What follows belongs to an exercise in optimizing a design on an open flow for small area and a short achievable clock period; a production flow would make more cautious choices.
The RTL was checked by simulation tests, not by an equivalence proof against the original design.
Power figures rest on the tool's default switching activity, not on a simulated workload.

$ cat flow/run.sh
#!/bin/bash
# synth_recipe.tcl (not shown) runs the flow's synth.tcl, then flattens the netlist and writes it again
# the make line also repeats each setting of config.mk as NAME=value (left out here)
make -C /OpenROAD-flow-scripts/flow DESIGN_CONFIG=/design/flow/config.mk WORK_HOME=/design/flow/orfs CLKGATE_MAP_FILE= SYNTH_SCRIPT=/design/flow/synth_recipe.tcl finish
$ cat flow/config.mk
export PLATFORM = sky130hd
export DESIGN_NAME = SPI_Wrapper
export DESIGN_NICKNAME = SPI_Wrapper
export VERILOG_FILES = /design/flow/design.v
export SDC_FILE = /design/flow/constraint.sdc
export NUM_CORES = 4
export LEC_CHECK = 0
export CAP_MARGIN = 40
export CORE_MARGIN = 2
export CORE_UTILIZATION = 40
export SETUP_SLACK_MARGIN = 0.4
export SLEW_MARGIN = 40
$ cat flow/constraint.sdc
create_clock -name core_clock -period 4.0 [get_ports {CLK}]
set_input_delay 0.8000 -clock core_clock [delete_from_list [all_inputs] [get_ports {CLK}]]
set_output_delay 0.8000 -clock core_clock [all_outputs]
set_load 0.01 [all_outputs]
$ cat flow/design.v
module SPI_SLAVE
#(
    parameter  in_RAM_width  = 10, 
    parameter  out_RAM_width = 8 
) 
(
    input  wire                     CLK,
    input  wire                     rst_n,
    input  wire                     MOSI,
    input  wire                     SS_n,
    input  wire [out_RAM_width-1:0] tx_data,
    input  wire                     tx_valid,
    output reg                      MISO,
    output reg  [in_RAM_width-1:0]  rx_data,
    output wire                     rx_valid
);
    localparam IDLE      = 3'b000;
    localparam CHK_CMD   = 3'b001;
    localparam WRITE     = 3'b010;
    localparam READ_ADDR = 3'b011;
    localparam READ_DATA = 3'b100;
    reg       read_flag;
    reg rx_rec_en;
    reg tx_ser_en;
    reg [3:0] ser_cnt;
    reg [2:0] CS;
    reg [2:0] NS;
    always @(posedge CLK , negedge rst_n) begin
        if (!rst_n) begin
            CS <= IDLE;
        end
        else begin
            CS <= NS;
        end
    end
    always @(*) begin
        case (CS)
        IDLE : begin
            if (!SS_n) begin
                NS = CHK_CMD;
            end
            else begin               
                NS = IDLE;
            end
        end
        CHK_CMD : begin
            if (!SS_n && !MOSI) begin
                NS = WRITE;
            end
            else if (!SS_n && MOSI && read_flag) begin                
                NS = READ_DATA;
            end
            else if (!SS_n && MOSI && !read_flag) begin
                NS = READ_ADDR;
            end
            else begin                
                NS = IDLE;
            end
        end
        WRITE : begin
            if(!SS_n) begin
                NS = WRITE;
            end
            else begin
                NS = IDLE;
            end
        end
        READ_ADDR : begin
            if (!SS_n) begin
                NS = READ_ADDR;
            end
            else begin               
                NS = IDLE;
            end
        end
        READ_DATA : begin
            if (!SS_n) begin
                NS = READ_DATA;
            end
            else begin               
                NS = IDLE;
            end
        end
        default : NS = IDLE;
        endcase
    end
    always @(posedge CLK,negedge rst_n) begin
        if (!rst_n) begin 
            read_flag     <= 1'b0;
        end
        else if (CS == READ_ADDR) begin   
            read_flag     <= 1'b1;
        end
        else if (CS == READ_DATA) begin
            read_flag     <= 1'b0;
        end
    end
    always @(*) begin
        rx_rec_en  = 1'b0;
        tx_ser_en  = 1'b0;
        if ((CS == WRITE || CS == READ_ADDR) || (CS == READ_DATA && !tx_valid)) begin
            rx_rec_en = 1'b1;
        end
        else if (CS == READ_DATA && tx_valid) begin
            tx_ser_en = 1'b1;
        end
        else begin 
            rx_rec_en  = 1'b0;
            tx_ser_en  = 1'b0;
        end
    end
    always @(posedge CLK , negedge rst_n) begin
        if (!rst_n) begin
            rx_data       <= 10'b0;
            ser_cnt       <= 4'b0;
            MISO          <= 1'b0;
        end
        else if (rx_rec_en && ser_cnt != 10) begin
            rx_data       <= {rx_data[8:0],MOSI};
            ser_cnt       <= ser_cnt + 1'b1;
        end
        else if (tx_ser_en && ser_cnt != 4'd8) begin
            MISO          <= tx_data[7-ser_cnt];
            ser_cnt       <= ser_cnt + 1'b1;
        end
        else begin
            ser_cnt       <= 4'b0;
        end
    end
    assign rx_valid = (ser_cnt == 4'd10)? 1'b1:1'b0;
endmodule
module RAM
#(
    parameter IN_WIDTH  = 10,
    parameter OUT_WIDTH = 8,
    parameter MEM_DEPTH = 256,
    parameter ADDR_SIZE = 8
) 
(
    input  wire                CLK,
    input  wire                rst_n,
    input  wire [IN_WIDTH-1:0] din,
    input  wire                rx_valid,
    output reg                 tx_valid,
    output reg [OUT_WIDTH-1:0] dout
);
integer i;
reg [ADDR_SIZE-1:0] RAM [MEM_DEPTH-1:0];
reg [ADDR_SIZE-1:0] address;
always @(posedge CLK , negedge rst_n) begin
    if (!rst_n) begin 
        address  <= 8'b0;
        dout     <= 8'b0;
        tx_valid <= 0;
    end
    else if (rx_valid) begin
        case (din[9:8]) 
            2'b00: begin address      <= din[7:0];     tx_valid <= 0; end
            2'b01: begin RAM[address] <= din[7:0];     tx_valid <= 0; end
            2'b10: begin address      <= din[7:0];     tx_valid <= 0; end
            2'b11: begin dout         <= RAM[address]; tx_valid <= 1; end
        endcase
    end
end
endmodule
module SPI_Wrapper 
#(
    parameter  in_RAM_width  = 10, 
    parameter  out_RAM_width = 8 
) 
(
    input  wire CLK,
    input  wire rst_n,
    input  wire SS_n,
    input  wire MOSI,
    output wire MISO
);
    wire [in_RAM_width-1:0]  rx_data;
    wire [out_RAM_width-1:0] tx_data;
    wire                     rx_valid;
    wire                     tx_valid;
    SPI_SLAVE SLAVE (
        .CLK(CLK),
        .rst_n(rst_n),
        .SS_n(SS_n),
        .MOSI(MOSI),
        .MISO(MISO),
        .rx_data(rx_data),
        .tx_data(tx_data),
        .rx_valid(rx_valid),
        .tx_valid(tx_valid)
    );
    RAM RAM (
        .CLK(CLK),
        .rst_n(rst_n),
        .din(rx_data),
        .dout(tx_data),
        .rx_valid(rx_valid),
        .tx_valid(tx_valid)
    );
endmodule
==> results.py <==
metrics = {
    "detailed_routing": {
        "viasPerCell": 6.982,
        "drt_wl_total_um": 440800,
        "drtIter0Drc": 11924,
        "wl_per_cell_um": 51.25,
        "dr.pass1.iters": 8,
        "ant_nets": 0,
        "drc": 0,
        "routed-via-count": 60044,
    },
    "timing": {
        "worstMarginPinSlew_ps": 1042,
        "layout_setup_ws_ps": 289.1,
        "clock_skew_ps": 64.31,
        "layout_min_cycle_time_ps": 3711,
        "timing.final.crit_share_pct": 92.77,
        "hold_viol": 0,
        "drv_slew": 0,
        "timing.fmax_mhz": 269.5,
        "maxSlewHeadroom_pct": 30.55,
        "setup_violations": 0,
        "rsz0062_at_grt": "yes",
    },
    "global_routing": {
        "grt_max_degree": 135,
        "first_global_vias": 54256,
        "overflow": 0,
        "antenna_found_initial": 52,
        "grt_usage_pct": 42.87,
        "grt_pass1_wl_um": 561700,
    },
    "die": {
        "std_cell_rows": 163,
        "ios": 5,
        "die_area_um2": 201900,
        "initial_core_util_pct": 40.23,
        "coreArea_um2": 197200,
        "die_y_um": 449.3,
        "die_w_um": 449.3,
    },
    "pwr": {
        "p_per_area_nw_per_um2": 546.8,
        "total_power_mw": 53.64,
        "p_leak_nw": 31.16,
        "ir_drop_v": 0.0005084,
    },
    "clocking": {
        "clock_path_buffers": 3,
        "cts_root_buffer": "clkbuf_16",
        "clk_latency_ps": 920,
        "clk_pin_slew_ps": 60,
        "cts-buffers-inserted": 218,
        "cts_tree": "done",
        "htree_levels": 4,
        "cts.sinks": 2084,
    },
    "worst_setup_path": {
        "startpoint_type": "register",
        "setup.worst_path.class": "register to register",
        "crit_path_max_fanout": 18,
        "rr_endpoint": "RAM.dout[5]",
        "r2r_slack_ps": 290,
        "crit_end": "RAM.dout[5]",
        "cp-end-kind": "register",
        "rr_startpoint": "RAM.address[7]",
        "startpoint": "RAM.address[7]",
        "r2r_cells": 9,
        "worstPathArrival_ps": 4480,
        "required_ps": 4760,
    },
    "place": {
        "gp_congestion": 1.043,
        "numPlacedInstances": 8111,
        "hpwlAfterDp_um": 309800,
        "port_buffers": 4,
        "post-place-ws_ps": -154.3,
    },
    "status": {
        "status": "timing/DRC/antenna clean",
    },
    "cells_and_area": {
        "post_route_cells_drive_above_1_share_pct": 24.63,
        "fin_cells": 8600,
        "layout_common_cells": "2,048 x edfxtp_1, 806 x buf_4, 597 x nand3_1, 496 x a22oi_1, 252 x nor2_1",
        "n_fill_cell": 16794,
        "area_growth_pct": 23.65,
        "multiInputGateArea_um2": 16220,
        "nNetsFinal": 5734,
        "seq_area_um2": 62440,
        "final_common_cell": "edfxtp_1",
    },
    "synth": {
        "ys.flop_type": "edfxtp_1",
        "synth_cells": 4972,
        "synth_area_um2": 79330,
        "ys.warnings.count": 3,
        "syn_avg_cell_area_um2": 15.96,
        "yosysSeqAreaShare_pct": 78.66,
        "ys_async_sr_fraction_pct": 1.727,
        "syn_nets": 4979,
        "synth_cell_types": 57,
        "ys_ff_latch": 2084,
        "synth_edf_count": 2048,
    },
    "flow_run": {
        "max-cap-violations": 0,
    },
    "worst_hold_path": {
        "worstHoldPathType": "input port to asynchronous set/reset pin",
    },
}
-- critical path, cell delays in order, from the launching register on --
cell and delay (ps):
dfrtp_4 550, buf_6 170, and4b_4 250, buf_12 180, nand3_1 100, nand4_1 590
or4_4 680, or4_4 680, nor3_2 240, a21oi_1 80
-- routing by layer --
layer / track usage, % / wire length, µm
met4: 30.43 / 39260
met1: 54.37 / 155300
met5: 0 / 218
met3: 16.97 / 65440
met2: 59.63 / 180600
-- logic make-up (layout without fill, tap and decap cells) --
group           after synthesis  in the layout  share of synthesized area [%]
mux                          22             22                         0.3391
buf+inv                     408           1356                          2.131
other cells                   0             40                              0
xor+xnor                      2              2                        0.02208
fa+ha+maj                     3              3                        0.04732
flops                      2084           2084                          78.66
simple gates               1449           1449                          9.581
compound gates             1004           1004                          9.222
-- worst min-delay path by stage --
stage / endpoint / slack (ps) / cells after the start
3_3_place_gp: SLAVE.MISO / 470 / 2
2_1_floorplan: RAM.tx_valid / 470 / 1
4_1_cts: RAM.tx_valid / 450 / 3
5_1_grt: RAM.tx_valid / 510 / 3
6_report: RAM.tx_valid / 470 / 3
3_5_place_dp: SLAVE.MISO / 480 / 2
-- power by group --
part	leakage (nW)	internal, mW	switching, mW
sequential	19.0	27.2	0.658
combinational	8.62	0.646	3.80
clock	3.59	12.1	9.30
-- synthesized netlist by cell type, drive strengths merged (36+ instances only) --
cell type	number	area, µm²
a32oi	105	919.6
nor2	258	968.4
nand3	598	2993
buf	214	959.7
dfrtp	36	900.9
a21oi	125	625.6
o22ai	140	875.8
nand4	172	1076
clkbuf	190	715.7
nand2	99	371.6
nor4	80	500.5
edfxtp	2048	61500
nor3	119	595.6
a22oi	504	3784
-- repair_timing --
item	CTS	global route
cloned	0	0
hold buffers	1	0
gates resized for setup	28	38
setup buffers	9	23
pin swaps	6	13
endpoints found under the setup margin	8	7
hold endpoints to repair	15	0
-- layout make-up --
cell class,count,area share [%]
well taps,2640,3.367
clock inverters,157,1.861
flip-flops and latches,2084,63.65
inverters,4,0.01531
repair buffers,939,8.741
multi-input cells,2480,16.53
clock buffers,256,5.727
diodes,40,0.1020
-- flip-flops by register name, summed over array words and instances, names as in the netlist --
name	flops
RAM.RAM	2048
RAM.address	8
RAM.dout	8
RAM.tx_valid	1
SLAVE.CS	3
SLAVE.MISO	1
SLAVE.read_flag	1
SLAVE.rx_data	10
SLAVE.ser_cnt	4
-- metrics by stage --
stage | hold slack, ps | util, % | TNS [ps] | area [µm²]
4_1_cts | 449.9 | 49.46 | 0 | 97550
2_1_floorplan | 473.6 | - | 0 | 79340
6_report | 472.1 | 49.74 | 0 | 98090
3_3_place_gp | 470.6 | 45.49 | -1402 | 89710
3_5_place_dp | 475.9 | 45.56 | -294.5 | 89850
5_1_grt | 509.7 | 49.71 | 0 | 98030

what the ideal ports hide:
The flow's constraints put no driver on any port. The routed layout listed below was extracted and timed again, unchanged, in two steps.
Step 1, drivers: a clkbuf_16 drives CLK and a buf_2 each remaining input, both assumed.
Step 2 adds t to the input delays and takes it off the output delays; t is the mean of the earliest and latest rising clock arrival at the registers after step 1. Input paths then give back, and output paths get back, about the clock's delay inside the block.
Slacks: ideal ports / drivers / drivers and shift; pairs: ideal ports / drivers.
t (ns): 0.976
setup WS [ns]: 0.289 / 0.289 / -0.039
worst register clock-pin slew, ns: 0.07 / 0.07
Met with ideal ports but missed after step 2: setup timing in this run. The setup slack of this run moves by 0.000 ns with the drivers and by -0.328 ns with both steps.
